Context: an optimization exercise on an open-source flow, tuned for small area, a short achievable clock period and few clock cycles. The choices shown serve that exercise and are no tape-out recipe. No functional check of the RTL was part of any run shown here. Power figures rest on the tool's default switching activity, not on a simulated workload.

`flow/config.mk`:
```
export PLATFORM = sky130hd
export DESIGN_NAME = is_prime
export DESIGN_NICKNAME = is_prime
export VERILOG_FILES = /design/flow/design.v
export SDC_FILE = /design/flow/constraint.sdc
export NUM_CORES = 4
export LEC_CHECK = 0
export ABC_CLOCK_PERIOD_IN_PS = 3000
export CAP_MARGIN = 20
export CORE_MARGIN = 2
export CORE_UTILIZATION = 40
export SETUP_SLACK_MARGIN = 1.3
export SLEW_MARGIN = 20
```
`flow/constraint.sdc`:
```
create_clock -name core_clock -period 5.0 [get_ports {clk}]
set_input_delay 1.0000 -clock core_clock [delete_from_list [all_inputs] [get_ports {clk}]]
set_output_delay 1.0000 -clock core_clock [all_outputs]
set_load 0.01 [all_outputs]
```
`flow/design.v`:
```
module mont_step #(
    parameter W = 34
) (
    input  [W-1:0] s,
    input  [W-1:0] c,
    input          ci,
    input  [1:0]   a,
    input  [32:0]  b,
    input  [31:0]  n,
    output [W-1:0] s_o,
    output [W-1:0] c_o,
    output         ci_o
);
    localparam WT = W + 3;
    wire [WT-1:0] p0 = a[0] ? {{(WT-33){1'b0}}, b} : {WT{1'b0}};
    wire [WT-1:0] p1 = a[1] ? {{(WT-33){1'b0}}, b} : {WT{1'b0}};
    wire [WT-1:0] sx = {{(WT-W){1'b0}}, s};
    wire [WT-1:0] cx = {{(WT-W){1'b0}}, c};
    wire [2:0] k0 = s[0] + c[0] + ci + p0[0];
    wire q0  = s[0] ^ c[0] ^ ci ^ p0[0];
    wire c0m = (k0 == 3'd1) | (k0 == 3'd2);      
    wire q1  = s[1] ^ c[1] ^ p0[1] ^ (q0 & n[1]) ^ c0m ^ p1[0];
    wire [WT-1:0] m0 = q0 ? {{(WT-32){1'b0}}, n} : {WT{1'b0}};
    wire [WT-1:0] m1 = q1 ? {{(WT-33){1'b0}}, n, 1'b0} : {WT{1'b0}};
    wire [WT-1:0] o2 = {p1[WT-2:0], ci};
    wire [WT-1:0] u1 = sx ^ cx ^ p0;
    wire [WT-1:0] v1 = {((sx & cx) | (sx & p0) | (cx & p0)), 1'b0};
    wire [WT-1:0] u2 = u1 ^ v1 ^ o2;
    wire [WT-1:0] v2 = {((u1 & v1) | (u1 & o2) | (v1 & o2)), 1'b0};
    wire [WT-1:0] u3 = u2 ^ v2 ^ m0;
    wire [WT-1:0] v3 = {((u2 & v2) | (u2 & m0) | (v2 & m0)), 1'b0};
    wire [WT-1:0] u4 = u3 ^ v3 ^ m1;
    wire [WT-1:0] v4 = (u3 & v3) | (u3 & m1) | (v3 & m1);
    assign s_o  = u4[W+1:2];
    assign c_o  = v4[W:1];
    assign ci_o = v4[0];
endmodule
`timescale 1ns / 1ps
module is_prime
#(
    parameter WIDTH = 32
) (
    input clk,
    input rst_n,
    input valid_i,
    output ready_i,
    input [WIDTH-1:0] number,
    output reg result,
    output valid_o,
    input ready_o
);
    localparam K  = 2;           
    localparam NC = 17;          
    localparam M  = K * NC;      
    localparam W  = 34;          
    localparam S_IDLE  = 0,
               S_CLASS = 1,
               S_SETUP = 2,      
               S_FIX   = 3,      
               S_MUL   = 4,      
               S_CONV  = 5,      
               S_DBL   = 6,      
               S_CHK   = 7,      
               S_DONE  = 8,
               S_HORN  = 9,      
               S_CHKW  = 10;     
    localparam NS = 11;
    localparam [1:0] OP_SQR  = 2'd0,     
                     OP_SQRC = 2'd1,     
                     OP_CHK  = 2'd3;     
    reg [NS-1:0] st;
    reg [1:0]   op;
    reg [31:0]  n;
    reg [34:0]  x;           
    reg [32:0]  ar;          
    reg [W-1:0] sr, cr;      
    reg         ci;
    reg [K-1:0] ab;          
    reg [5:0]   cnt;
    reg [4:0]   e;           
    reg [4:0]   spos;        
    reg [4:0]   tpos;        
    reg [1:0]   base;        
    reg [1:0]   r3;
    reg [2:0]   r5, r7;
    reg [3:0]   r11, r13;
    reg [4:0]   r17, r19, r23;
    assign ready_i = st[S_IDLE];
    assign valid_o = st[S_DONE];
    wire nbit = n[e];
    reg  nbr;                
    wire at_s = (e == spos);
    wire any_zero = (r3 == 0) | (r5 == 0) | (r7 == 0) | (r11 == 0) |
                    (r13 == 0) | (r17 == 0) | (r19 == 0) | (r23 == 0);
    reg n_le1, n_eq2, small_n, small_prime;
    reg sp_in;
    always @(*) begin
        case (number[4:0])
            5'd3, 5'd5, 5'd7, 5'd11, 5'd13, 5'd17, 5'd19, 5'd23: sp_in = (number[31:5] == 0);
            default: sp_in = 1'b0;
        endcase
    end
    wire         mul = st[S_MUL];
    wire [W-1:0] s_nx, c_nx;
    wire         ci_nx;
    mont_step #(.W(W)) u_step (
        .s(sr), .c(cr), .ci(ci), .a(ab), .b(x[32:0]), .n(n),
        .s_o(s_nx), .c_o(c_nx), .ci_o(ci_nx)
    );
    wire [K*NC+K-1:0] xz = {{(K*NC+K-33){1'b0}}, x[32:0]};
    wire [K-1:0] ab_nx = xz[K * cnt + K +: K];
    localparam [1:0] H_DBL = 2'd0, H_ADD = 2'd1, H_RED = 2'd2;
    function [1:0] hop_of(input [1:0] b, input [3:0] k);
        begin
            hop_of = H_DBL;
            if (b == 1) begin              
                case (k)
                    4'd1, 4'd4: hop_of = H_ADD;
                    4'd2, 4'd5: hop_of = H_RED;
                    default:    hop_of = H_DBL;
                endcase
            end else begin                 
                case (k)
                    4'd1, 4'd4, 4'd7, 4'd11: hop_of = H_ADD;
                    4'd2, 4'd5, 4'd8, 4'd12: hop_of = H_RED;
                    default:                 hop_of = H_DBL;
                endcase
            end
        end
    endfunction
    wire hlast = (base == 1) ? (cnt[3:0] == 4'd5) : (cnt[3:0] == 4'd12);
    reg f_sum;               
    reg f_dbl, f_add, f_red, f_fix;
    reg pos_x;               
    wire sgn  = x[34];
    wire nneg = (f_dbl & !sgn) | (f_red & pos_x);    
    wire npos = (f_dbl & sgn)  | (f_fix & sgn);      
    wire [34:0] n2   = {2'b00, n, 1'b0};
    wire [34:0] ca   = {1'b0, sr} | (f_dbl ? {x[33:0], 1'b0} : 35'd0)
                                  | (f_add | f_red | f_fix ? x : 35'd0);
    wire [34:0] cb   = {1'b0, cr} | (f_add ? {2'b00, ar} : 35'd0)
                                  | (nneg ? ~n2 : 35'd0) | (npos ? n2 : 35'd0);
    wire [34:0] sum  = ca + cb + {34'd0, nneg | ci};
    wire [32:0] y    = sum[32:0];
    reg  eq_m1, eq_1;        
    wire chk_pass = eq_m1 | (at_s & eq_1);
    reg [NS-1:0] st_n;
    reg [1:0] op_n;
    reg [4:0] e_n;
    reg [1:0] base_n;
    reg [5:0] cnt_n;
    reg       res_n;
    reg       setup_start;     
    task advance;
        begin
            st_n[S_MUL] = 1'b1;
            cnt_n = 0;
            if (at_s) op_n = OP_CHK;
            else begin op_n = OP_SQR; e_n = e - 1; end
        end
    endtask
    always @(*) begin
        st_n = {NS{1'b0}}; op_n = op; e_n = e; base_n = base; cnt_n = cnt + 1;
        res_n = result; setup_start = 1'b0;
        if (st[S_IDLE]) begin
            if (valid_i) st_n[S_CLASS] = 1'b1;
            else st_n[S_IDLE] = 1'b1;
        end
        if (st[S_CLASS]) begin
            if (!n[0] || n_le1) begin
                res_n = n_eq2;
                st_n[S_DONE] = 1'b1;
            end else begin
                base_n = 2'd0;
                setup_start = 1'b1;
            end
        end
        if (st[S_SETUP]) begin
            e_n = e - 1;
            if (cnt == M - 1 && base == 0 && (small_n || any_zero)) begin
                res_n = !any_zero | small_prime;
                st_n[S_DONE] = 1'b1;
            end else if (cnt == M - 1) begin
                e_n = tpos;
                st_n[S_FIX] = 1'b1;
            end else
                st_n[S_SETUP] = 1'b1;
        end
        if (st[S_FIX])
            advance;
        if (st[S_DBL])
            st_n[S_FIX] = 1'b1;
        if (st[S_HORN]) begin
            if (hlast) st_n[S_FIX] = 1'b1;
            else st_n[S_HORN] = 1'b1;
        end
        if (st[S_MUL]) begin
            if (cnt == NC - 1) st_n[S_CONV] = 1'b1;
            else st_n[S_MUL] = 1'b1;
        end
        if (st[S_CONV]) begin
            cnt_n = 0;
            case (op)
                OP_SQR: begin
                    if (nbr) begin       
                        if (base == 0) st_n[S_DBL] = 1'b1;
                        else st_n[S_HORN] = 1'b1;
                    end else advance;
                end
                OP_SQRC: begin op_n = OP_CHK; st_n[S_MUL] = 1'b1; end
                default: st_n[S_CHKW] = 1'b1;
            endcase
        end
        if (st[S_CHKW])
            st_n[S_CHK] = 1'b1;
        if (st[S_CHK]) begin
            cnt_n = 0;
            if (chk_pass) begin
                if (base == 2) begin
                    res_n = 1'b1;
                    st_n[S_DONE] = 1'b1;
                end else begin
                    base_n = base + 1;
                    setup_start = 1'b1;
                end
            end else if (e == 1) begin
                res_n = 1'b0;
                st_n[S_DONE] = 1'b1;
            end else begin
                op_n = OP_SQRC;
                e_n  = e - 1;
                st_n[S_MUL] = 1'b1;
            end
        end
        if (st[S_DONE]) begin
            if (ready_o) st_n[S_IDLE] = 1'b1;
            else st_n[S_DONE] = 1'b1;
        end
        if (setup_start) begin
            st_n[S_SETUP] = 1'b1;
            cnt_n = 0;
            e_n   = 5'd31;
        end
    end
    wire [1:0] hop_n  = hop_of(base_n, cnt_n[3:0]);
    wire       dbl_n  = st_n[S_SETUP] | st_n[S_DBL] | (st_n[S_HORN] & (hop_n == H_DBL));
    wire       add_n  = st_n[S_HORN] & (hop_n == H_ADD);
    wire       red_n  = st_n[S_HORN] & (hop_n == H_RED);
    wire       fix_n  = st_n[S_FIX];
    wire       cx_n   = st_n[S_CONV] & (op_n != OP_CHK);
    wire [34:0] x_nx = f_sum ? sum :
                       setup_start ? (st[S_CLASS] ? 35'd2 : (base == 0) ? 35'd7 : 35'd61) :
                       x;
    always @(posedge clk, negedge rst_n) begin
        if (!rst_n) begin
            st     <= {{(NS-1){1'b0}}, 1'b1};
            result <= 1'b0;
        end else begin
            st     <= st_n;
            result <= res_n;
        end
    end
    always @(posedge clk) begin
        op   <= op_n;
        e    <= e_n;
        base <= base_n;
        cnt  <= cnt_n;
        if (st[S_IDLE] && valid_i) begin
            n <= number;
            n_le1 <= (number[31:1] == 0);
            n_eq2 <= (number == 32'd2);
            small_n <= (number[31:9] == 0);
            small_prime <= sp_in;
        end
        eq_m1 <= (ar == {1'b0, n[31:1], 1'b0});
        eq_1  <= (ar == 33'd1);
        f_dbl <= dbl_n;
        f_add <= add_n;
        f_red <= red_n;
        f_fix <= fix_n;
        f_sum <= dbl_n | add_n | red_n | fix_n | cx_n;
        if (f_add)
            pos_x <= !sgn;
        ci <= mul & ci_nx;
        sr <= mul ? s_nx : {W{1'b0}};
        cr <= mul ? c_nx : {W{1'b0}};
        if (st_n[S_MUL] && !mul)
            ab <= (op_n == OP_CHK) ? {{(K-1){1'b0}}, 1'b1} : x_nx[K-1:0];
        else
            ab <= (op == OP_CHK) ? {K{1'b0}} : ab_nx;
        x  <= x_nx;
        if (st[S_CONV])
            ar <= y;
        if (st[S_SETUP] && !cnt[5] && nbit && e != 0)
            spos <= e;
        if (setup_start)
            tpos <= 5'd0;
        else if (st[S_SETUP] && !cnt[5] && nbit && tpos == 0)
            tpos <= e;
        nbr <= nbit;
        if (!st[S_SETUP] || cnt == 0) begin
            r3 <= 0; r5 <= 0; r7 <= 0; r11 <= 0; r13 <= 0; r17 <= 0; r19 <= 0; r23 <= 0;
        end else begin
            r3  <= rmod3 ({r3,  nbr});
            r5  <= rmod5 ({r5,  nbr});
            r7  <= rmod7 ({r7,  nbr});
            r11 <= rmod11({r11, nbr});
            r13 <= rmod13({r13, nbr});
            r17 <= rmod17({r17, nbr});
            r19 <= rmod19({r19, nbr});
            r23 <= rmod23({r23, nbr});
        end
    end
    function [1:0] rmod3(input [2:0] t);  rmod3  = (t >= 3)  ? t - 3  : t; endfunction
    function [2:0] rmod5(input [3:0] t);  rmod5  = (t >= 5)  ? t - 5  : t; endfunction
    function [2:0] rmod7(input [3:0] t);  rmod7  = (t >= 7)  ? t - 7  : t; endfunction
    function [3:0] rmod11(input [4:0] t); rmod11 = (t >= 11) ? t - 11 : t; endfunction
    function [3:0] rmod13(input [4:0] t); rmod13 = (t >= 13) ? t - 13 : t; endfunction
    function [4:0] rmod17(input [5:0] t); rmod17 = (t >= 17) ? t - 17 : t; endfunction
    function [4:0] rmod19(input [5:0] t); rmod19 = (t >= 19) ? t - 19 : t; endfunction
    function [4:0] rmod23(input [5:0] t); rmod23 = (t >= 23) ? t - 23 : t; endfunction
endmodule
```
`flow/run.sh`:
```
#!/bin/bash
# synth_recipe.tcl (not shown) runs the flow's synth.tcl, then flattens the netlist and writes it again
# the make line also repeats each setting of config.mk as NAME=value (left out here)
make -C /OpenROAD-flow-scripts/flow DESIGN_CONFIG=/design/flow/config.mk WORK_HOME=/design/flow/orfs CLKGATE_MAP_FILE= SYNTH_SCRIPT=/design/flow/synth_recipe.tcl finish
```
==> results of run 1 <==
[worst max-delay path by stage]
stage,startpoint,end,slack [ns],cells past startpoint
3_5_place_dp,f_dbl,x[34],0.89,16
2_1_floorplan,f_add,x[30],1.32,16
6_report,f_red,x[32],1.35,13
3_3_place_gp,f_dbl,x[30],1.02,16
5_1_grt,f_dbl,x[32],1.22,17
4_1_cts,f_add,x[31],1.30,13
[cells by family (layout without fill, tap and decap cells)]
logic type,Yosys count,count (layout)
compound gates,295,295
xor+xnor,85,85
fa+ha+maj,193,193
buf+inv,226,295
flops,251,251
mux,32,32
simple gates,542,542
[power groups by stage]
stage / sequential (mW) / clock, mW / combinational [mW]
after floorplan: 2.99 / 0 / 2.91
after global placement: 3.30 / 0 / 3.66
after detailed placement: 3.30 / 0 / 3.75
after CTS: 3.27 / 2.19 / 3.91
after global routing: 3.35 / 2.28 / 4.56
final: 3.29 / 2.14 / 4.14
[stage by stage]
step / area [sq um] / power (mW) / utilization (%) / setup slack (ns) / std cells
final: 19060 / 9.572 / 46.56 / 1.353 / 2225
after detailed placement: 17610 / 7.052 / 43.03 / 0.8924 / 2154
after floorplan: 16620 / 5.901 / - / 1.318 / 1624
after global placement: 17590 / 6.957 / 42.99 / 1.023 / 2153
after CTS: 18760 / 9.376 / 45.84 / 1.300 / 2216
after global routing: 19060 / 10.19 / 46.56 / 1.217 / 2225
[registers in the layout (all words and copies together), names as in the netlist, 3 cells and up]
name / count
cr: 34
e: 5
st: 11
r5: 3
n: 32
r17: 5
r23: 5
r13: 4
r19: 5
ar: 33
spos: 5
r7: 3
cnt: 6
x: 35
sr: 34
tpos: 5
r11: 4
[per-layer routing]
layer | vias to the layer above | global-route usage (%)
li1 | 5679 | -
met1 | 6189 | 29.76
met2 | 387 | 33.42
met3 | 63 | 3.116
met4 | 0 | 4.965
met5 | - | 0
[placed cells by master (no fill, tap or decap), types with 9 or more instances in the layout]
master	instances
sky130_fd_sc_hd__and2_1	165
sky130_fd_sc_hd__inv_1	160
sky130_fd_sc_hd__nand2_1	144
sky130_fd_sc_hd__fa_1	127
sky130_fd_sc_hd__dfxtp_1	126
sky130_fd_sc_hd__edfxtp_1	108
sky130_fd_sc_hd__a21oi_1	81
sky130_fd_sc_hd__nor2_1	78
sky130_fd_sc_hd__ha_1	48
sky130_fd_sc_hd__xor2_1	43
sky130_fd_sc_hd__xnor2_1	41
sky130_fd_sc_hd__clkdlybuf4s50_1	38
sky130_fd_sc_hd__o211ai_1	36
sky130_fd_sc_hd__a221o_1	35
sky130_fd_sc_hd__clkbuf_16	33
sky130_fd_sc_hd__buf_4	28
sky130_fd_sc_hd__nor3_1	27
sky130_fd_sc_hd__o21ai_0	26
sky130_fd_sc_hd__nand2b_1	20
sky130_fd_sc_hd__nor4_1	20
sky130_fd_sc_hd__o21ai_1	16
sky130_fd_sc_hd__a21o_1	15
sky130_fd_sc_hd__mux4_2	13
sky130_fd_sc_hd__mux2i_1	12
sky130_fd_sc_hd__nand4_1	11
sky130_fd_sc_hd__nand3_1	11
sky130_fd_sc_hd__a31oi_1	11
sky130_fd_sc_hd__nor2b_1	11
sky130_fd_sc_hd__dfrtp_1	10
sky130_fd_sc_hd__o21a_1	9
sky130_fd_sc_hd__or3_1	9
[timing repair]
| action | CTS | global route |
|---|---|---|
| gates cloned | 2 | 1 |
| buffers inserted | 6 | 8 |
| setup endpoints to repair | 56 | 28 |
| gates resized for setup | 28 | 39 |
| pin swaps | 5 | 19 |
[area by class of cell]
| type | count | area (sq um) | share of cell area (%) |
|---|---|---|---|
| clock buffers | 42 | 858.3 | 4.504 |
| flip-flops and latches | 251 | 6180 | 32.43 |
| well taps | 532 | 665.6 | 3.493 |
| multi-input cells | 1147 | 9864 | 51.77 |
| clock inverters | 12 | 92.59 | 0.4859 |
| repair buffers | 77 | 779.5 | 4.091 |
| inverters | 164 | 615.6 | 3.230 |
==> flow_metrics.tcl, run 1 <==
set metrics [dict create \
    synth-edff-count 108 \
    area_of_the_core_region_sq_um 40920 \
    critPathMaxFanout 10 \
    slew-limit-headroom_pct 32.41 \
    switching_share_pct 39.89 \
    setup.worst_path.start_class "flop" \
    synthesis.area_per_instance_sq_um 10.23 \
    grt.overflow.total 0 \
    rr_endpoint "x[32]" \
    place_congestion 0.9296 \
    cpPeakStageDelay_ns 0.47 \
    m1WireLength_mm 20.24 \
    synthDominantAreaCellType "sky130_fd_sc_hd__edfxtp_1" \
    drt_iter0_markers 877 \
    initial_utilization_pct 40.58 \
    fin_setup_tns_ns 0 \
    combPwrFrac_pct 43.3 \
    maxClockFrequency_mhz 274.2 \
    floorplan.io_pins 39 \
    drive_gt1_share_pct 9.333 \
    synth_top_cells_by_count "sky130_fd_sc_hd__and2_1, sky130_fd_sc_hd__inv_1, sky130_fd_sc_hd__nand2_1" \
    grt_max_degree 72 \
    timing.critical_path.required_ns 5.33 \
    start_point_of_the_worst_min_delay_path "st[10]" \
    clk_pin_slew_ns 0.06 \
    critPathKind "flop to flop" \
    power-per-cell-area_nw_per_um2 502.3 \
    floorplan.die_area_sq_um 43160 \
    synth-compound-area-share_pct 12.21 \
    synth_warnings 1 \
    die-width_microns 207.8 \
    yosys.area.top_type_share_pct 19.53 \
    synth_fa_ha_area_share_pct 20.36 \
    cts.htree.levels 1 \
    cp_num_buf_inv 1 \
    timing.critical_path.to_type "flop" \
    hold_path.class "flop to flop" \
    area_grow_syn2layout_pct 14.74 \
    wl_met3_mm 2.949 \
    series_of_cell_instances_along_the_critical_path "or3_4 > buf_12 > a221o_1 > ha_4 > a211oi_4 > nor2_1 > o21a_1 > a2111o_1 > nor2_2 > nand2_2 > a311oi_2 > xnor2_1 > and2_1" \
    worst-endpoint-arrival_ns 3.98 \
    routed-wl-met2_mm 20.74 \
    worst_ir_drop_vdd_uv 267.0 \
    setup_viol 0 \
    combinational_family_with_the_most_area_after_synthesis "adder cells" \
    setup_skew_after_layout_ns 0.01176 \
    synth-main-ff-cell "sky130_fd_sc_hd__dfxtp_1" \
    antenna_violations_before_repair 0 \
    drt-pass1-iter-count 5 \
    wl_per_cell_microns 20.20 \
    cts_buffers 29 \
    sequentialPowerShare_pct 34.3 \
    synth.mux.area_fraction_pct 3.436 \
    worstReg2RegStart "f_red" \
    syn-instance-count 1624 \
    critical_path.slowest_cell "sky130_fd_sc_hd__a2111o_1" \
    cell_depth_of_the_worst_min_delay_path 0 \
    synth_nets 1852 \
    grt_pass1_vias 12508 \
    timing.hold.ws_ns 0.3474 \
    drcViolationCount 0 \
    port_buffers 38 \
    ant_nets 0 \
    hold_buffers 0 \
    timing.reg2reg.worst_path_depth 13 \
    post-route-period-util_pct 72.93 \
    synthTopCellsByArea "sky130_fd_sc_hd__edfxtp_1, sky130_fd_sc_hd__dfxtp_1, sky130_fd_sc_hd__fa_1" \
    cts_max_path_buffers 3 \
    grt_first_pass_wirelength_mm 71.41 \
    vias 12318 \
    clock_tree_from_tritoncts "built" \
    clock_sink_count 251 \
    outcome "finished clean" \
    placement_rows 74 \
    synthMostInstantiatedCell "sky130_fd_sc_hd__and2_1" \
    dpl.hpwl_mm 32.26 \
    rsz0062_at_grt "yes" \
    post_synth_num_cell_types 80 \
    postRouteWirelength_mm 44.94 \
    r2r_setup_slack_ns 1.35 \
    worstSkewPairLatency_ns 0.58 \
    avgViaCountPerCell 5.536 \
    p_int_mw 5.754 \
    layout_min_cycle_time_ns 3.647 \
    ys_seq_area_share_pct 37.14 \
    timing_worst_slew_pin_value_ns 1.011 \
    min_to "st[7]" \
    global_route.usage.total_pct 20.85 \
    power_frac_clock_pct 22.4 \
    hold_violations 0 \
    die_y_microns 207.8 \
    topRoutingLayerUsed "met4" \
    synth_area_sq_um 16610 \
    fillerInstances 3839 \
    synth.ff_latch_count 251 \
    synth-simple-area-share_pct 17.09 \
    synth_xor_area_share_pct 4.483 \
    num_antenna_cells 0 \
    power_spent_charging_and_discharging_nets_mw 3.818 \
    finalMaxSlewViolations 0 \
    leakage_nw 7.695 \
    finish.net_count 1898 \
    clock_tree.root_cell "sky130_fd_sc_hd__clkbuf_16" \
    timing.max_cap.violations 0 \
    share_of_flip_flops_with_an_asynchronous_set_or_reset_pct 4.781 \
    crit_family "compound AO/OA/AOI/OAI gates" \
]
==> inputs of run 2 (changes only) <==
--- a/flow/config.mk
+++ b/flow/config.mk
@@ -9,5 +9,5 @@
 export CAP_MARGIN = 20
 export CORE_MARGIN = 2
 export CORE_UTILIZATION = 40
-export SETUP_SLACK_MARGIN = 1.3
+export SETUP_SLACK_MARGIN = 1.7
 export SLEW_MARGIN = 20
==> run 2 against run 1 <==
Effect of this change: clock skew rose by 0.010 ns; clock power fell by 3%; core utilization rose by 0.78 points; hold slack improved by 0.00074 ns; synthesized cell count did not move; final cell count rose by 0.94%; largest power group unchanged; critical path depth rose by 1.
==> flow_metrics.tcl, run 2 <==
set metrics [dict create \
    cp_num_buf_inv 2 \
    grt_max_degree 72 \
    dpl.hpwl_mm 32.12 \
    synthMostInstantiatedCell "sky130_fd_sc_hd__and2_1" \
    timing.max_cap.violations 0 \
    share_of_flip_flops_with_an_asynchronous_set_or_reset_pct 4.781 \
    outcome "finished clean" \
    timing.critical_path.to_type "flop" \
    setup.worst_path.start_class "flop" \
    maxClockFrequency_mhz 276.5 \
    floorplan.io_pins 39 \
    clock_sink_count 251 \
    worst_ir_drop_vdd_uv 278.8 \
    cts.htree.levels 1 \
    finalMaxSlewViolations 0 \
    met3_usage_pct 3.843 \
    post_synth_num_cell_types 80 \
    global_route.usage.total_pct 20.94 \
    post-route-period-util_pct 72.33 \
    groute.layer.met2.usage_pct 33.20 \
    rsz0062_at_grt "yes" \
    vias 12351 \
    die-width_microns 207.8 \
    clock_tree_from_tritoncts "built" \
    clock_tree.root_cell "sky130_fd_sc_hd__clkbuf_16" \
    syn-instance-count 1624 \
    grtUsageMet1_pct 28.90 \
    hold_path.class "flop to flop" \
    cts_max_path_buffers 3 \
    fin_setup_tns_ns 0 \
    max_flop_register "x" \
    crit_family "compound AO/OA/AOI/OAI gates" \
    power-per-cell-area_nw_per_um2 498.9 \
    area_of_the_core_region_sq_um 40920 \
    die_y_microns 207.8 \
    setup_skew_after_layout_ns 0.02178 \
    synth.ff_latch_count 251 \
    biggestRegsByFlops "x: 35 flops, cr: 34 flops, sr: 34 flops" \
    gr-max-usage-layer "met2" \
    grt_pass1_vias 12613 \
    finish.net_count 1917 \
    wl_per_cell_microns 19.93 \
    final_cell_mix "sky130_fd_sc_hd__and2_1, sky130_fd_sc_hd__inv_1, sky130_fd_sc_hd__nand2_1, sky130_fd_sc_hd__fa_1, sky130_fd_sc_hd__dfxtp_1" \
    slew-limit-headroom_pct 41.66 \
    synth-edff-count 108 \
    largest_reg_flops 35 \
    postLayoutCoreUtil_pct 47.34 \
    critical_path.slowest_cell "sky130_fd_sc_hd__a2111o_1" \
    worstSkewPairLatency_ns 0.59 \
    cpPeakStageDelay_ns 0.44 \
    synthesis.area_per_instance_sq_um 10.23 \
    synth-main-ff-cell "sky130_fd_sc_hd__dfxtp_1" \
    place_congestion 0.9418 \
    initial_utilization_pct 40.58 \
    drcViolationCount 0 \
    grt_first_pass_wirelength_mm 71.46 \
    series_of_cell_instances_along_the_critical_path "or3_4 > buf_12 > a221o_1 > ha_4 > a21oi_2 > o21ai_0 > a21o_1 > a2111o_1 > buf_4 > nor2_4 > nand2_2 > a311oi_2 > xnor2_1 > and2_1" \
    timing_worst_slew_pin_value_ns 0.8739 \
    avgViaCountPerCell 5.499 \
    drive_gt1_share_pct 11.56 \
    area_grow_syn2layout_pct 16.66 \
    layout.cells.most_common "sky130_fd_sc_hd__and2_1" \
    leakage_nw 7.815 \
    placement_rows 74 \
    synthTopCellsByArea "sky130_fd_sc_hd__edfxtp_1, sky130_fd_sc_hd__dfxtp_1, sky130_fd_sc_hd__fa_1" \
    antenna_violations_before_repair 0 \
    layout_min_cycle_time_ns 3.616 \
    setup_viol 0 \
    postRouteWirelength_mm 44.77 \
    synth_nets 1852 \
    synthDominantAreaCellType "sky130_fd_sc_hd__edfxtp_1" \
    clk_pin_slew_ns 0.07 \
    synth_area_sq_um 16610 \
    drt_iter0_markers 821 \
    synth_warnings 1 \
    ant_nets 0 \
    cts_buffers 30 \
    grt.overflow.total 0 \
    critPathKind "flop to flop" \
    critPathMaxFanout 23 \
    ys_seq_area_share_pct 37.14 \
    drt-pass1-iter-count 5 \
    floorplan.die_area_sq_um 43160 \
    synth_top_cells_by_count "sky130_fd_sc_hd__and2_1, sky130_fd_sc_hd__inv_1, sky130_fd_sc_hd__nand2_1" \
    yosys.area.top_type_share_pct 19.53 \
    timing.critical_path.required_ns 5.35 \
    hold_violations 0 \
    hold_buffers 0 \
    port_buffers 38 \
    worst-endpoint-arrival_ns 3.97 \
]
[run 2: cell counts after synthesis]
No cell type changed its count.
[run 2: final timing paths]
check | slack (ns) | startpoint | depth (start not counted) | endpoint
setup / recovery | 1.38 | f_add | 14 | x[32]
hold / removal | 0.35 | st[10] | 0 | st[7]
setup reg to reg | 1.38 | f_add | 14 | x[32]
hold reg to reg | 0.35 | st[10] | 0 | st[7]
max in group asynchronous | 3.78 | rst_n | 1 | st[4]
min in group asynchronous | 0.79 | rst_n | 1 | st[8]
[run 2: metal layers]
layer	vias up	wire [microns]
li1	5731	-
met1	6168	20010
met2	367	20200
met3	85	2922
met4	0	1646
met5	-	0
[run 2: final cells by class]
cell class	instances	area [sq um]
sequential	251	6183
tap	532	665.6
fill	3833	21550
timing repair buffer	94	872.1
multi-input combinational	1148	10110
clock buffer	39	814.5
inverter	164	615.6
antenna	1	2.502
clock inverter	17	113.9
[run 2: logic make-up after synthesis]
kind of cell             synth area share [%]
flip-flops                              37.14
buffers and inverters                   5.296
adder cells (fa/ha/maj)                 20.36
AO/OA/AOI/OAI                           12.21
multiplexers                            3.436
XOR/XNOR                                4.483
AND/OR/NAND/NOR                         17.09
[run 2: stage by stage]
stage          std cells  setup WS [ns]  cell area (sq um)  hold slack, ns  total power [mW]
6_report            2246          1.384              19370          0.3481             9.665
4_1_cts             2231          1.420              19110          0.3510             9.491
3_5_place_dp        2150         0.7158              17670          0.3443             7.082
5_1_grt             2245          1.279              19370          0.3561             10.28
3_3_place_gp        2149         0.8156              17650          0.3336             6.977
2_1_floorplan       1624          1.434              16750          0.3312             5.979
[run 2: power by group]
group,leakage (nW),total [mW],switching (mW),internal [mW]
combinational,5.12,4.35,2.44,1.91
sequential,2.24,3.24,0.542,2.69
clock,0.455,2.08,0.929,1.15
total,7.81,9.66,3.91,5.75
[run 2: what timing repair did]
item / 4_1_cts / 5_1_grt
pin swaps: 23 / 22
gates resized for setup: 54 / 28
buffers inserted: 24 / 14
cloned: 1 / 0
endpoints found under the setup margin: 112 / 57
==> inputs of run 3 (changes only) <==
--- a/flow/design.v
+++ b/flow/design.v
@@ -131,13 +131,14 @@
     wire hlast = (base == 1) ? (cnt[3:0] == 4'd5) : (cnt[3:0] == 4'd12);
     reg f_sum;               
     reg f_dbl, f_add, f_red, f_fix;
+    reg f_ax;                
     reg pos_x;               
     wire sgn  = x[34];
     wire nneg = (f_dbl & !sgn) | (f_red & pos_x);    
     wire npos = (f_dbl & sgn)  | (f_fix & sgn);      
     wire [34:0] n2   = {2'b00, n, 1'b0};
     wire [34:0] ca   = {1'b0, sr} | (f_dbl ? {x[33:0], 1'b0} : 35'd0)
-                                  | (f_add | f_red | f_fix ? x : 35'd0);
+                                  | (f_ax ? x : 35'd0);
     wire [34:0] cb   = {1'b0, cr} | (f_add ? {2'b00, ar} : 35'd0)
                                   | (nneg ? ~n2 : 35'd0) | (npos ? n2 : 35'd0);
     wire [34:0] sum  = ca + cb + {34'd0, nneg | ci};
@@ -278,6 +279,7 @@
         f_add <= add_n;
         f_red <= red_n;
         f_fix <= fix_n;
+        f_ax  <= add_n | red_n | fix_n;
         f_sum <= dbl_n | add_n | red_n | fix_n | cx_n;
         if (f_add)
             pos_x <= !sgn;
--- a/flow/config.mk
+++ b/flow/config.mk
@@ -9,5 +9,5 @@
 export CAP_MARGIN = 20
 export CORE_MARGIN = 2
 export CORE_UTILIZATION = 40
-export SETUP_SLACK_MARGIN = 1.7
+export SETUP_SLACK_MARGIN = 1.3
 export SLEW_MARGIN = 20
==> run 3 against run 2 <==
Effect of this change: clock skew up 0.0017 ns; combinational power decreased by 6.2%; critical path depth stayed put; synthesized area grew 0.17%; count of clock-buffer cells in the layout increased by 1; register-to-register slack better by 0.02 ns; routed wire length is essentially flat; core utilization fell by 1.2 points; power decreased by 0.78%; synthesized cell count rose by 0.80%; critical endpoint is now x[22]; final cell count down 0.49%; sequential power increased by 2%; largest cell class unchanged.
==> flow_metrics.tcl, run 3 <==
set metrics [dict create \
    synthesis.area_per_instance_sq_um 10.16 \
    critPathMaxFanout 16 \
    synth_nets 1865 \
    synth.ff_latch_count 252 \
    synth-main-ff-cell "sky130_fd_sc_hd__dfxtp_1" \
    synth_warnings 1 \
    layout.cells.most_common "sky130_fd_sc_hd__inv_1" \
    design_power_total_mw 9.590 \
    synthMostInstantiatedCell "sky130_fd_sc_hd__inv_1" \
    synth_top_cells_by_count "sky130_fd_sc_hd__inv_1, sky130_fd_sc_hd__and2_1, sky130_fd_sc_hd__nand2_1" \
    hold_violations 0 \
    biggestRegsByFlops "x: 35 flops, cr: 34 flops, sr: 34 flops" \
    placed_cells_incl_taps 2165 \
    worst-endpoint-arrival_ns 3.99 \
    cts_max_path_buffers 3 \
    fin_setup_tns_ns 0 \
    place_congestion 0.9089 \
    synthDominantAreaCellType "sky130_fd_sc_hd__edfxtp_1" \
    synthTopCellsByArea "sky130_fd_sc_hd__edfxtp_1, sky130_fd_sc_hd__dfxtp_1, sky130_fd_sc_hd__fa_1" \
    cts.htree.levels 1 \
    critPathKind "flop to flop" \
    maxClockFrequency_mhz 278.0 \
    placement_rows 74 \
    fillerInstances 3937 \
    hold_buffers 0 \
    timing.max_cap.violations 0 \
    postRouteWirelength_mm 44.74 \
    rsz0062_at_grt "no" \
    share_of_flip_flops_with_an_asynchronous_set_or_reset_pct 4.762 \
    die-width_microns 207.9 \
    setup_skew_after_layout_ns 0.02352 \
    area_of_the_core_region_sq_um 40920 \
    die_y_microns 207.9 \
    worstSkewPairLatency_ns 0.58 \
    floorplan.die_area_sq_um 43230 \
    synth-edff-count 108 \
    dpl.hpwl_mm 32.50 \
    leakage_nw 7.604 \
    final_cell_mix "sky130_fd_sc_hd__inv_1, sky130_fd_sc_hd__and2_1, sky130_fd_sc_hd__nand2_1, sky130_fd_sc_hd__dfxtp_1, sky130_fd_sc_hd__fa_1" \
    start_point_of_the_worst_min_delay_path "st[10]" \
    setup.worst_path.start "x[34]" \
    post-route-period-util_pct 71.94 \
    post_synth_num_cell_types 76 \
    grt_max_degree 72 \
    worstReg2RegStart "x[34]" \
    setup_viol 0 \
    antenna_violations_before_repair 1 \
    layout_min_cycle_time_ns 3.597 \
    largest_reg_flops 35 \
    initial_utilization_pct 40.65 \
    layout.cells.non_filler 2235 \
    avgViaCountPerCell 5.528 \
    finalMaxSlewViolations 0 \
    grt_pass1_vias 12569 \
    grt.overflow.total 0 \
    outcome "finished clean" \
    drive_gt1_share_pct 8.338 \
    yosys.area.top_type_share_pct 19.50 \
    synth_area_sq_um 16630 \
    drt_iter0_markers 1017 \
    num_antenna_cells 0 \
    power-per-cell-area_nw_per_um2 508.2 \
    setup.worst_path.start_class "flop" \
    finish.net_count 1907 \
    slew-limit-headroom_pct 32.95 \
    clock_tree_from_tritoncts "built" \
    timing.critical_path.required_ns 5.39 \
    area_grow_syn2layout_pct 13.43 \
    timing_worst_slew_pin_value_ns 1.004 \
    clock_sink_count 252 \
    timing.critical_path.to_type "flop" \
    timing.hold.ws_ns 0.3514 \
    hold_path.class "flop to flop" \
    port_buffers 38 \
    cts_buffers 30 \
    max_flop_register "x" \
    vias 12355 \
    drt-pass1-iter-count 5 \
    ant_nets 0 \
    wl_per_cell_microns 20.02 \
    syn-instance-count 1637 \
    ys_seq_area_share_pct 37.19 \
    drcViolationCount 0 \
    clock_tree.root_cell "sky130_fd_sc_hd__clkbuf_16" \
    worst_ir_drop_vdd_uv 284.4 \
    global_route.usage.total_pct 20.86 \
    floorplan.io_pins 39 \
    clk_pin_slew_ns 0.06 \
    grt_first_pass_wirelength_mm 71.42 \
]
-- run 3: cell types whose count changed after synthesis, sizes merged, moves of 5 or more --
| cell | previous run | this run |
|---|---|---|
| a211oi | 12 | 7 |
| xor2 | 44 | 31 |
| a31oi | 14 | 9 |
| and2 | 166 | 159 |
| xnor2 | 41 | 49 |
| nand2 | 147 | 155 |
| nor2 | 81 | 86 |
| nand3 | 11 | 19 |
| a21boi | 1 | 10 |
-- run 3: cell families after synthesis --
logic type               count (synthesis)  synth area share, %
AO/OA/AOI/OAI                          295                12.18
XOR/XNOR                                80                4.212
adder cells (fa/ha/maj)                193                20.32
buffers and inverters                  225                5.250
flip-flops                             252                37.19
multiplexers                            37                3.603
AND/OR/NAND/NOR                        555                17.23
-- run 3: worst paths after layout --
path | to | cells past startpoint | slack (ns)
setup / recovery | x[22] | 14 | 1.40
hold / removal | st[7] | 0 | 0.35
setup reg to reg | x[22] | 14 | 1.40
hold reg to reg | st[7] | 0 | 0.35
max in group asynchronous | st[4] | 1 | 3.81
min in group asynchronous | st[2] | 1 | 0.77
-- run 3: report_power, final --
part,switching [mW],total [mW],internal (mW)
registers,0.599,3.32,2.72
logic,2.33,4.08,1.76
clock network,0.929,2.19,1.26
-- run 3: what timing repair did --
item	CTS	global route
pin swaps	3	17
cloned	1	0
resized for setup	11	21
endpoints found under the setup margin	70	26
buffers inserted	1	12
-- run 3: through the flow --
stage	instance area (sq um)	setup slack, ns	util, %
after global routing	18870	1.307	46.11
after detailed placement	17600	0.6195	43.01
after global placement	17600	0.7372	43.01
after CTS	18660	1.318	45.60
after floorplan	16640	1.325	-
final	18870	1.403	46.11
-- run 3: critical path: stages, from the launching register on --
cell and delay [ns]:
sky130_fd_sc_hd__edfxtp_1 0.37, sky130_fd_sc_hd__inv_2 0.06, sky130_fd_sc_hd__a22oi_2 0.22, sky130_fd_sc_hd__buf_6 0.15
sky130_fd_sc_hd__buf_8 0.15, sky130_fd_sc_hd__o211ai_1 0.10, sky130_fd_sc_hd__ha_1 0.35, sky130_fd_sc_hd__nor2b_1 0.17
sky130_fd_sc_hd__o31a_1 0.30, sky130_fd_sc_hd__o31a_1 0.38, sky130_fd_sc_hd__o21ba_4 0.24, sky130_fd_sc_hd__o211ai_2 0.19
sky130_fd_sc_hd__a21boi_2 0.10, sky130_fd_sc_hd__or4_4 0.43, sky130_fd_sc_hd__a31oi_1 0.20
-- run 3: final cells by class --
type | count | area (sq um) | area share, %
timing repair buffer | 71 | 671.9 | 3.561
inverter | 163 | 611.8 | 3.242
clock inverter | 16 | 125.1 | 0.6631
sequential | 252 | 6197 | 32.84
clock buffer | 40 | 858.3 | 4.549
tap | 532 | 665.6 | 3.528
multi-input combinational | 1161 | 9739 | 51.61
-- run 3: routing by layer --
metal,wire length [microns],track usage (%),part of all wire [%],vias to the layer above
met5,0,0,0,-
met4,1137,5.576,2.5,0
met3,2849,3.034,6.4,77
met2,19970,32.84,45,397
met1,20780,30.10,46,6164
li1,-,-,-,5717
==> inputs of run 4 (changes only) <==
--- a/flow/config.mk
+++ b/flow/config.mk
@@ -5,7 +5,7 @@
 export SDC_FILE = /design/flow/constraint.sdc
 export NUM_CORES = 4
 export LEC_CHECK = 0
-export ABC_CLOCK_PERIOD_IN_PS = 3000
+export ABC_CLOCK_PERIOD_IN_PS = 2000
 export CAP_MARGIN = 20
 export CORE_MARGIN = 2
 export CORE_UTILIZATION = 40
==> run 4 against run 3 <==
Effect of this change: global-route usage did not move; synthesized cell count did not move; critical path type unchanged; hold slack did not move; first-iteration DRC count did not move; cell area did not move; clock skew did not move; final cell count did not move; count of clock-buffer cells in the layout did not move; non-clock buffer count did not move; sequential cell count did not move; register-to-register slack barely moved; core utilization did not move.
==> flow_metrics.tcl, run 4 <==
set metrics [dict create \
    global_route.usage.total_pct 20.86 \
    fillerInstances 3937 \
    biggestRegsByFlops "x: 35 flops, cr: 34 flops, sr: 34 flops" \
    synth_warnings 1 \
    wl_per_cell_microns 20.02 \
    share_of_flip_flops_with_an_asynchronous_set_or_reset_pct 4.762 \
    timing.critical_path.to_type "flop" \
    critPathMaxFanout 16 \
    die_y_microns 207.9 \
    power-per-cell-area_nw_per_um2 508.2 \
    leakage_nw 7.604 \
    synth-main-ff-cell "sky130_fd_sc_hd__dfxtp_1" \
    area.sequential_sq_um 6197 \
    timing.critical_path.required_ns 5.39 \
    synthMostInstantiatedCell "sky130_fd_sc_hd__inv_1" \
    grt_pass1_vias 12569 \
    switching_share_pct 40.21 \
    setup.worst_path.start_class "flop" \
    cts.htree.levels 1 \
    timing_worst_slew_pin_value_ns 1.004 \
    postRouteWirelength_mm 44.74 \
    worst-endpoint-arrival_ns 3.99 \
    synth_top_cells_by_count "sky130_fd_sc_hd__inv_1, sky130_fd_sc_hd__and2_1, sky130_fd_sc_hd__nand2_1" \
    maxClockFrequency_mhz 278.0 \
    clock_tree_from_tritoncts "built" \
    max_flop_register "x" \
    preCtsSetupSlack_ns 0.6195 \
    vias 12355 \
    power_spent_charging_and_discharging_nets_mw 3.856 \
    postLayoutSetupSlackWorst_ns 1.403 \
    floorplan.io_pins 39 \
    final_design_area_no_fill_sq_um 18870 \
    ant_nets 0 \
    layout.cells.non_filler 2235 \
    setup_viol 0 \
    slew-limit-headroom_pct 32.95 \
    dpl.hpwl_mm 32.50 \
    drcViolationCount 0 \
    clock_tree.root_cell "sky130_fd_sc_hd__clkbuf_16" \
    layout_min_cycle_time_ns 3.597 \
    finalMaxSlewViolations 0 \
    power_frac_clock_pct 22.8 \
    timing.max_cap.violations 0 \
    clk_pin_slew_ns 0.06 \
    setup_skew_after_layout_ns 0.02352 \
    synthDominantAreaCellType "sky130_fd_sc_hd__edfxtp_1" \
    area_grow_syn2layout_pct 13.43 \
    synthTopCellsByArea "sky130_fd_sc_hd__edfxtp_1, sky130_fd_sc_hd__dfxtp_1, sky130_fd_sc_hd__fa_1" \
    clock_sink_count 252 \
    post_synth_num_cell_types 76 \
    ys_seq_area_share_pct 37.19 \
    antenna_violations_before_repair 1 \
    largest_reg_flops 35 \
    placement_rows 74 \
    postLayoutCoreUtil_pct 46.11 \
    port_buffers 38 \
    initial_utilization_pct 40.65 \
    grt.overflow.total 0 \
    rsz0062_at_grt "no" \
    die-width_microns 207.9 \
    final_cell_mix "sky130_fd_sc_hd__inv_1, sky130_fd_sc_hd__and2_1, sky130_fd_sc_hd__nand2_1, sky130_fd_sc_hd__dfxtp_1, sky130_fd_sc_hd__fa_1" \
    multiInputGateArea_sq_um 9739 \
    sequentialPowerShare_pct 34.6 \
    worst_ir_drop_vdd_uv 284.4 \
    grt_first_pass_wirelength_mm 71.42 \
    placement.cell_area_sq_um 17600 \
    syn-instance-count 1637 \
    synth.ff_latch_count 252 \
    placed_cells_incl_taps 2165 \
    synth_area_sq_um 16630 \
    drive_gt1_share_pct 8.338 \
    hold_path.class "flop to flop" \
    synthesis.area_per_instance_sq_um 10.16 \
    avgViaCountPerCell 5.528 \
    synth_nets 1865 \
    p_int_mw 5.734 \
    outcome "finished clean" \
    post-route-period-util_pct 71.94 \
    floorplan.die_area_sq_um 43230 \
    worstSkewPairLatency_ns 0.58 \
    layout.cells.most_common "sky130_fd_sc_hd__inv_1" \
    critPathKind "flop to flop" \
    grt_max_degree 72 \
    place_congestion 0.9089 \
    yosys.area.top_type_share_pct 19.50 \
    combPwrFrac_pct 42.6 \
    num_antenna_cells 0 \
    fin_setup_tns_ns 0 \
    area_of_the_core_region_sq_um 40920 \
    hold_violations 0 \
    drt_iter0_markers 1017 \
    cts_max_path_buffers 3 \
    cts_buffers 30 \
    finish.net_count 1907 \
    drt-pass1-iter-count 5 \
    synth-edff-count 108 \
]
run 4: cell counts after synthesis:
Identical to the previous run, type by type.
run 4: metrics by stage:
step / hold WS, ns / power [mW]
after floorplan: 0.3312 / 6.064
after global placement: 0.3334 / 7.094
after detailed placement: 0.3381 / 7.195
after CTS: 0.3521 / 9.450
after global routing: 0.3666 / 10.20
final: 0.3514 / 9.590
run 4: worst paths after layout:
kind	depth (start not counted)	from	to	slack, ns
worst max-delay path	14	x[34]	x[22]	1.40
worst min-delay path	0	st[10]	st[7]	0.35
worst max register to register	14	x[34]	x[22]	1.40
worst min register to register	0	st[10]	st[7]	0.35
max in group asynchronous	1	rst_n	st[4]	3.81
min in group asynchronous	1	rst_n	st[2]	0.77
run 4: logic make-up after synthesis:
family          Yosys count  synth area share (%)
simple gates            555                 17.23
compound gates          295                 12.18
flops                   252                 37.19
buf+inv                 225                 5.250
fa+ha+maj               193                 20.32
xor+xnor                 80                 4.212
mux                      37                 3.603
run 4: critical path: stages, from the launching register on:
cell and delay, ns:
sky130_fd_sc_hd__edfxtp_1 0.37, sky130_fd_sc_hd__inv_2 0.06, sky130_fd_sc_hd__a22oi_2 0.22, sky130_fd_sc_hd__buf_6 0.15, sky130_fd_sc_hd__buf_8 0.15, sky130_fd_sc_hd__o211ai_1 0.10
sky130_fd_sc_hd__ha_1 0.35, sky130_fd_sc_hd__nor2b_1 0.17, sky130_fd_sc_hd__o31a_1 0.30, sky130_fd_sc_hd__o31a_1 0.38, sky130_fd_sc_hd__o21ba_4 0.24, sky130_fd_sc_hd__o211ai_2 0.19
sky130_fd_sc_hd__a21boi_2 0.10, sky130_fd_sc_hd__or4_4 0.43, sky130_fd_sc_hd__a31oi_1 0.20
run 4: what timing repair did:
item	in CTS	in global routing
gates cloned	1	0
endpoints found under the hold margin	0	0
pin swaps	3	17
resized for setup	11	21
hold buffers	0	0
endpoints found under the setup margin	70	26
setup buffers	1	12
run 4: layout make-up:
class / count / share of cell area [%]
Clock buffer: 40 / 4.549
Clock inverter: 16 / 0.6631
Inverter: 163 / 3.242
Multi-Input combinational cell: 1161 / 51.61
Sequential cell: 252 / 32.84
Tap cell: 532 / 3.528
Timing Repair Buffer: 71 / 3.561
run 4: routing by layer:
| metal | up-vias | GRT usage, % | part of all wire [%] |
|---|---|---|---|
| met5 | - | 0 | 0 |
| met4 | 0 | 5.576 | 2.5 |
| met3 | 77 | 3.034 | 6.4 |
| met2 | 397 | 32.84 | 45 |
| met1 | 6164 | 30.10 | 46 |
| li1 | 5717 | - | - |
run 4: power groups by stage:
stage	Combinational [mW]	Sequential [mW]	Clock [mW]
after floorplan	3.04	3.02	0
after CTS	3.90	3.32	2.23
after global placement	3.75	3.35	0
after global routing	4.50	3.37	2.32
after detailed placement	3.84	3.36	0
final	4.08	3.32	2.19
==> inputs of run 5 (changes only) <==
--- a/flow/design.v
+++ b/flow/design.v
@@ -132,10 +132,8 @@
     reg f_sum;               
     reg f_dbl, f_add, f_red, f_fix;
     reg f_ax;                
-    reg pos_x;               
-    wire sgn  = x[34];
-    wire nneg = (f_dbl & !sgn) | (f_red & pos_x);    
-    wire npos = (f_dbl & sgn)  | (f_fix & sgn);      
+    reg nneg;                
+    reg npos;                
     wire [34:0] n2   = {2'b00, n, 1'b0};
     wire [34:0] ca   = {1'b0, sr} | (f_dbl ? {x[33:0], 1'b0} : 35'd0)
                                   | (f_ax ? x : 35'd0);
@@ -281,8 +279,8 @@
         f_fix <= fix_n;
         f_ax  <= add_n | red_n | fix_n;
         f_sum <= dbl_n | add_n | red_n | fix_n | cx_n;
-        if (f_add)
-            pos_x <= !sgn;
+        nneg <= (dbl_n & !x_nx[34]) | (red_n & !x[34]);
+        npos <= (dbl_n | fix_n) & x_nx[34];
         ci <= mul & ci_nx;
         sr <= mul ? s_nx : {W{1'b0}};
         cr <= mul ? c_nx : {W{1'b0}};
--- a/flow/config.mk
+++ b/flow/config.mk
@@ -5,7 +5,7 @@
 export SDC_FILE = /design/flow/constraint.sdc
 export NUM_CORES = 4
 export LEC_CHECK = 0
-export ABC_CLOCK_PERIOD_IN_PS = 2000
+export ABC_CLOCK_PERIOD_IN_PS = 3000
 export CAP_MARGIN = 20
 export CORE_MARGIN = 2
 export CORE_UTILIZATION = 40
==> run 5 against run 4 <==
Effect of this change: still clean on timing, DRC and antenna; core utilization decreased by 0.86 points; hold slack is essentially flat; cell area about the same; synthesized area rose by 0.84%; highest routed layer is now met5; critical path type unchanged; first-iteration DRC count shrank 15%; synthesized cell count grew 0.86%; register-to-register slack improved by 0.09 ns.
==> flow_metrics.tcl, run 5 <==
set metrics [dict create \
    finish.net_count 1904 \
    post_cts.repair.setup_buffers 0 \
    synth_area_sq_um 16770 \
    drt-pass1-iter-count 5 \
    floorplan.die_area_sq_um 43590 \
    multiInputGateArea_sq_um 9832 \
    area.sequential_sq_um 6151 \
    die_y_microns 208.8 \
    hold_path.class "flop to flop" \
    slew-limit-headroom_pct 23.04 \
    critPathKind "flop to flop" \
    drive_gt1_share_pct 7.176 \
    cp_num_buf_inv 2 \
    max_flop_register "x" \
    syn-instance-count 1651 \
    gr-max-usage-layer "met2" \
    global_route.usage.total_pct 20.83 \
    cpPeakStageDelay_ns 0.47 \
    placement.cell_area_sq_um 17730 \
    wl_per_cell_microns 19.73 \
    worstSkewPairLatency_ns 0.59 \
    hold_buffers 0 \
    fin_setup_tns_ns 0 \
    initial_utilization_pct 40.26 \
    synth_xor_area_share_pct 4.408 \
    layout.cells.non_filler 2239 \
    die-width_microns 208.8 \
    largest_reg_flops 35 \
    synth_top_cells_by_count "sky130_fd_sc_hd__inv_1, sky130_fd_sc_hd__and2_1, sky130_fd_sc_hd__nand2_1" \
    drcViolationCount 0 \
    drt_iter0_markers 860 \
    groute.layer.met2.usage_pct 34.14 \
    placed_cells_incl_taps 2183 \
    setup_skew_after_layout_ns 0.01641 \
    synthTopCellsByArea "sky130_fd_sc_hd__edfxtp_1, sky130_fd_sc_hd__dfxtp_1, sky130_fd_sc_hd__fa_1" \
    setup.worst_path.start_class "flop" \
    synth-edff-count 106 \
    synth.ff_latch_count 251 \
    cts_max_path_buffers 3 \
    synth-simple-area-share_pct 16.98 \
    ys_seq_area_share_pct 36.65 \
    grt.overflow.total 0 \
    layout_min_cycle_time_ns 3.506 \
    share_of_flip_flops_with_an_asynchronous_set_or_reset_pct 4.781 \
    power-per-cell-area_nw_per_um2 515.8 \
    grt_max_degree 70 \
    clk_pin_slew_ns 0.06 \
    combinational_family_with_the_most_area_after_synthesis "adder cells" \
    timing.max_cap.violations 0 \
    antenna_violations_before_repair 1 \
    synthesis.area_per_instance_sq_um 10.16 \
    place_congestion 0.9043 \
    dpl.hpwl_mm 32.45 \
    maxClockFrequency_mhz 285.2 \
    synth-main-ff-cell "sky130_fd_sc_hd__dfxtp_1" \
    avgViaCountPerCell 5.520 \
    biggestRegsByFlops "x: 35 flops, cr: 34 flops, sr: 34 flops" \
    placement_rows 75 \
    clock_tree.root_cell "sky130_fd_sc_hd__clkbuf_16" \
    hold_violations 0 \
    rsz0062_at_grt "yes" \
    finalMaxSlewViolations 0 \
    synthMostInstantiatedCell "sky130_fd_sc_hd__inv_1" \
    final_cell_mix "sky130_fd_sc_hd__inv_1, sky130_fd_sc_hd__and2_1, sky130_fd_sc_hd__nand2_1, sky130_fd_sc_hd__dfxtp_1, sky130_fd_sc_hd__fa_1" \
    cts_buffers 30 \
    synth-compound-area-share_pct 12.95 \
    series_of_cell_instances_along_the_critical_path "inv_1 > buf_8 > o211ai_1 > ha_1 > a2111oi_2 > o21ai_1 > o2111ai_1 > or3b_4 > a31oi_2 > o21bai_1 > or3_1 > nand3_1" \
    synth_fa_ha_area_share_pct 20.15 \
    fillerInstances 3951 \
    post_synth_num_cell_types 81 \
    ant_nets 0 \
    synthDominantAreaCellType "sky130_fd_sc_hd__edfxtp_1" \
    num_antenna_cells 0 \
    met3_usage_pct 2.810 \
    cts.htree.levels 1 \
    timing.critical_path.to_type "flop" \
    crit_family "compound AO/OA/AOI/OAI gates" \
    yosys.area.top_type_share_pct 18.98 \
    grt_pass1_vias 12731 \
    clock_tree_from_tritoncts "built" \
    grt_first_pass_wirelength_mm 71.63 \
    setup_viol 0 \
    area_of_the_core_region_sq_um 41670 \
    critical_path.slowest_cell "sky130_fd_sc_hd__or3b_4" \
    timing.critical_path.required_ns 5.44 \
    timing_worst_slew_pin_value_ns 1.154 \
    leakage_nw 7.637 \
    outcome "finished clean" \
    grtUsageMet1_pct 28.20 \
    layout.cells.most_common "sky130_fd_sc_hd__inv_1" \
    postRouteWirelength_mm 44.19 \
    r2r_setup_slack_ns 1.49 \
    vias 12360 \
    final_design_area_no_fill_sq_um 18850 \
    critPathMaxFanout 31 \
    synth.mux.area_fraction_pct 3.543 \
    post-route-period-util_pct 70.13 \
    port_buffers 38 \
    synth_nets 1879 \
    floorplan.io_pins 39 \
    clock_sink_count 251 \
    area_grow_syn2layout_pct 12.38 \
    worst_ir_drop_vdd_uv 387.5 \
    synth_warnings 1 \
    worst-endpoint-arrival_ns 3.94 \
]
## run 5: cell count changes in the layout (fill, tap and decap cells not counted), sizes merged, moves of 5 or more
| cell | before | now |
|---|---|---|
| a22o | 5 | 0 |
| o21ai | 47 | 38 |
| nor3 | 28 | 19 |
| clkbuf | 40 | 48 |
| a21oi | 85 | 104 |
| buf | 33 | 22 |
## run 5: worst reg2reg max path, delay by kind of cell, from the launching register on
kind / cells / cell delay [ns]
AOI/OAI and AO/OA: 6 / 1.23
and+or+nand+nor: 3 / 0.93
adders and majority gates: 1 / 0.42
buffers and inverters: 2 / 0.41
DFF: 1 / 0.36
## run 5: final cells by class
class	instances	area share, %
Tap cell	539	3.577
Clock inverter	8	0.4580
Inverter	163	3.246
Multi-Input combinational cell	1170	52.15
Sequential cell	251	32.63
Clock buffer	48	4.938
Timing Repair Buffer	60	3.000
## run 5: path summary, 6_finish.rpt
path,start,endpoint,depth (start not counted)
worst min-delay path,st[10],st[7],0
worst max-delay path,nneg,x[21],12
max in group asynchronous,rst_n,st[7],1
worst min register to register,st[10],st[7],0
worst max register to register,nneg,x[21],12
min in group asynchronous,rst_n,st[8],1
## run 5: per-layer routing
metal  routed length (microns)  vias to the layer above
met2                     20490                      349
met4                      1677                        2
li1                          -                     5753
met5                         8                        -
met3                      2391                       99
met1                     19620                     6157
## run 5: per-stage QoR
stage | power [mW] | setup slack [ns] | hold slack (ns) | utilization, %
after floorplan | 6.230 | 1.337 | 0.3312 | -
after global placement | 7.327 | 0.4519 | 0.3342 | 42.55
after detailed placement | 7.436 | 1.039 | 0.3402 | 42.56
after CTS | 9.726 | 1.281 | 0.3546 | 45.08
after global routing | 10.39 | 1.268 | 0.3762 | 45.25
final | 9.723 | 1.494 | 0.3518 | 45.25
## run 5: what timing repair did
| action | CTS | global route |
|---|---|---|
| pin swaps | 1 | 1 |
| resized for setup | 8 | 15 |
| endpoints found under the setup margin | 45 | 34 |
## run 5: power breakdown
group / switching, mW / internal (mW)
clock network: 0.904 / 1.32
logic: 2.43 / 1.76
registers: 0.598 / 2.71
total: 3.93 / 5.80
## run 5: kinds of logic (layout without fill, tap and decap cells)
kind of cell               Yosys count  count (layout)
and+or+nand+nor                    548             548
muxes                               35              35
adders and majority gates          193             193
DFF                                251             251
buffers and inverters              230             279
AOI/OAI and AO/OA                  313             313
xor gates and xnor gates            81              81
==> inputs of run 6 (changes only) <==
--- a/flow/config.mk
+++ b/flow/config.mk
@@ -9,5 +9,5 @@
 export CAP_MARGIN = 20
 export CORE_MARGIN = 2
 export CORE_UTILIZATION = 40
-export SETUP_SLACK_MARGIN = 1.3
+export SETUP_SLACK_MARGIN = 1.0
 export SLEW_MARGIN = 20
==> run 6 against run 5 <==
Effect of this change: still clean; fmax decreased by 6.8%; hold slack got worse by 0.0075 ns; synthesized area unchanged; cell area decreased by 0.30%; sequential share of layout area increased by 0.091 points; sequential power increased by 1%; largest cell class unchanged.
==> flow_metrics.tcl, run 6 <==
set metrics [dict create \
    clk_pin_slew_ns 0.06 \
    worst-endpoint-arrival_ns 4.17 \
    postRouteWirelength_mm 44.50 \
    critPathMaxFanout 31 \
    die_y_microns 208.8 \
    grt_max_degree 70 \
    biggestRegsByFlops "x: 35 flops, cr: 34 flops, sr: 34 flops" \
    slew-limit-headroom_pct 39.23 \
    critPathKind "flop to flop" \
    floorplan.die_area_sq_um 43590 \
    avgViaCountPerCell 5.514 \
    hold_buffers 0 \
    synth_warnings 1 \
    clock_tree_from_tritoncts "built" \
    routed-wl-met2_mm 20.67 \
    final_cell_mix "sky130_fd_sc_hd__inv_1, sky130_fd_sc_hd__and2_1, sky130_fd_sc_hd__nand2_1, sky130_fd_sc_hd__dfxtp_1, sky130_fd_sc_hd__fa_1" \
    drive_gt1_share_pct 6.953 \
    synthesis.area_per_instance_sq_um 10.16 \
    place_congestion 0.8942 \
    synth_nets 1879 \
    grt_first_pass_wirelength_mm 71.46 \
    synthDominantAreaCellType "sky130_fd_sc_hd__edfxtp_1" \
    share_of_flip_flops_with_an_asynchronous_set_or_reset_pct 4.781 \
    cp_num_buf_inv 2 \
    port_buffers 38 \
    wl_met3_mm 2.638 \
    clock_tree.root_cell "sky130_fd_sc_hd__clkbuf_16" \
    timing.reg2reg.worst_path_depth 11 \
    maxClockFrequency_mhz 265.9 \
    layout.cells.most_common "sky130_fd_sc_hd__inv_1" \
    setup_viol 0 \
    worst_ir_drop_vdd_uv 302.4 \
    cpPeakStageDelay_ns 0.61 \
    initial_utilization_pct 40.26 \
    clock_sink_count 251 \
    leakage_nw 7.645 \
    cts-resized-gates 0 \
    layout_min_cycle_time_ns 3.761 \
    largest_reg_flops 35 \
    placement_rows 75 \
    hold_path.class "flop to flop" \
    synthTopCellsByArea "sky130_fd_sc_hd__edfxtp_1, sky130_fd_sc_hd__dfxtp_1, sky130_fd_sc_hd__fa_1" \
    cell_depth_of_the_worst_min_delay_path 0 \
    m1WireLength_mm 19.60 \
    timing.critical_path.to_type "flop" \
    hold_violations 0 \
    synth_top_cells_by_count "sky130_fd_sc_hd__inv_1, sky130_fd_sc_hd__and2_1, sky130_fd_sc_hd__nand2_1" \
    post_cts.repair.setup_buffers 0 \
    grt.overflow.total 0 \
    finish.net_count 1901 \
    timing_worst_slew_pin_value_ns 0.9103 \
    postLayoutSetupSlackWorst_ns 1.239 \
    dpl.hpwl_mm 32.65 \
    cts.htree.levels 1 \
    synth_area_sq_um 16770 \
    synth-main-ff-cell "sky130_fd_sc_hd__dfxtp_1" \
    outcome "finished clean" \
    synth-edff-count 106 \
    setup_skew_after_layout_ns 0.02075 \
    syn-instance-count 1651 \
    timing.max_cap.violations 0 \
    setup.worst_path.start_class "flop" \
    crit_family "compound AO/OA/AOI/OAI gates" \
    crit_cells 11 \
    max_flop_register "x" \
    power-per-cell-area_nw_per_um2 521.1 \
    wl_per_cell_microns 19.90 \
    rsz0062_at_grt "no" \
    die-width_microns 208.8 \
    worstSkewPairLatency_ns 0.58 \
    fin_setup_tns_ns 0 \
    grt_pass1_vias 12681 \
    ant_nets 0 \
    ys_seq_area_share_pct 36.65 \
    num_antenna_cells 0 \
    global_route.usage.total_pct 20.78 \
    post_synth_num_cell_types 81 \
    synth.ff_latch_count 251 \
    drcViolationCount 0 \
    yosys.area.top_type_share_pct 18.98 \
    preCtsSetupSlack_ns 1.083 \
    antenna_violations_before_repair 0 \
    floorplan.io_pins 39 \
    topRoutingLayerUsed "met4" \
    critical_path.slowest_cell "sky130_fd_sc_hd__o2111ai_1" \
    cts_buffers 30 \
    finalMaxSlewViolations 0 \
    synthMostInstantiatedCell "sky130_fd_sc_hd__inv_1" \
    area_of_the_core_region_sq_um 41670 \
    cts_max_path_buffers 3 \
    series_of_cell_instances_along_the_critical_path "inv_1 > buf_4 > o211ai_1 > ha_1 > a21oi_1 > o211ai_1 > o2111ai_1 > a21boi_0 > a211o_1 > a21oi_1 > mux2i_1" \
    drt_iter0_markers 1006 \
    vias 12329 \
    post-route-period-util_pct 75.23 \
    area_grow_syn2layout_pct 12.05 \
    drt-pass1-iter-count 5 \
    timing.critical_path.required_ns 5.41 \
]
==> run 6: through the flow <==
stage               hold WS, ns  std cells  area [sq um]  power, mW  utilization [%]
CTS                      0.3489       2236         18780      9.799            45.07
global placement         0.3390       2180         17700      7.311            42.49
global route             0.3668       2236         18800      10.46            45.11
floorplan                0.3312       1651         16770      6.230                -
finish                   0.3442       2236         18800      9.794            45.11
detailed placement       0.3441       2180         17710      7.417            42.50
==> run 6: where the power goes <==
part | total [mW] | switching [mW] | internal [mW] | leakage (nW)
registers | 3.35 | 0.646 | 2.71 | 2.24
logic | 4.09 | 2.35 | 1.74 | 4.88
clock network | 2.35 | 0.928 | 1.42 | 0.524
total | 9.79 | 3.92 | 5.87 | 7.64
==> run 6: cell families (layout without fill, tap and decap cells) <==
| kind of cell | after synthesis | count (layout) | share of synthesized area [%] |
|---|---|---|---|
| and+or+nand+nor | 548 | 548 | 16.98 |
| AOI/OAI and AO/OA | 313 | 313 | 12.95 |
| DFF | 251 | 251 | 36.65 |
| buffers and inverters | 230 | 276 | 5.326 |
| adders and majority gates | 193 | 193 | 20.15 |
| xor gates and xnor gates | 81 | 81 | 4.408 |
| muxes | 35 | 35 | 3.543 |
==> run 6: path summary, 6_finish.rpt <==
path                       slack, ns     end    from
max reg2reg                     1.24   x[20]    nneg
min in group asynchronous       0.80   st[7]   rst_n
min reg2reg                     0.34   st[7]  st[10]
max                             1.24   x[20]    nneg
max in group asynchronous       3.80  result   rst_n
min                             0.34   st[7]  st[10]
==> run 6: per-layer routing <==
metal,global-route usage (%),vias to the layer above
met1,28.22,6160
met4,7.143,0
li1,-,5723
met2,33.82,365
met5,0,-
met3,3.381,81
==> run 6: layout make-up <==
class                           instances  area [sq um]
Fill cell                            3952         22870
Clock inverter                         15         163.9
Inverter                              163         611.8
Clock buffer                           41         905.9
Tap cell                              539         674.4
Timing Repair Buffer                   57         523.0
Sequential cell                       251          6150
Multi-Input combinational cell       1170          9767

-- afterwards: timing with drivers on the ports --
The flow's constraints put no driver on any port. The routed layouts listed below were extracted and timed again, unchanged, in two steps.
Step 1 sets driving cells, clkbuf_16 on the clock port and buf_2 on the other inputs (assumed; they add their load-dependent delay and slew).
Step 2 also shifts input and output timing later by t, the mid clock arrival at the registers, as if the neighbouring blocks saw the same clock.
a / b / c = ideal ports / drivers / drivers and shift; a / b = the first two.
run | t (ns) | slack for setup (ns) | hold slack, ns | slew at the worst register clock pin (ns) | pins driven straight from the clock port
run 1 | 0.621 | 1.353 / 1.353 / 1.353 | 0.347 / 0.347 / 0.347 | 0.06 / 0.06 | 1
run 2 | 0.635 | 1.384 / 1.384 / 1.238 | 0.348 / 0.348 / 0.348 | 0.07 / 0.07 | 1
run 3 | 0.626 | 1.403 / 1.403 / 1.326 | 0.351 / 0.351 / 0.351 | 0.07 / 0.07 | 1
run 4 | 0.626 | 1.403 / 1.403 / 1.326 | 0.351 / 0.351 / 0.351 | 0.07 / 0.07 | 1
run 5 | 0.633 | 1.494 / 1.494 / 1.056 | 0.352 / 0.352 / 0.352 | 0.06 / 0.06 | 1
run 6 | 0.627 | 1.239 / 1.239 / 0.986 | 0.344 / 0.344 / 0.344 | 0.06 / 0.06 | 1
After both steps every run listed still meets setup and hold. For run 5, which loses most, drivers alone change the setup slack by 0.000 ns; drivers and shift together by -0.438 ns.
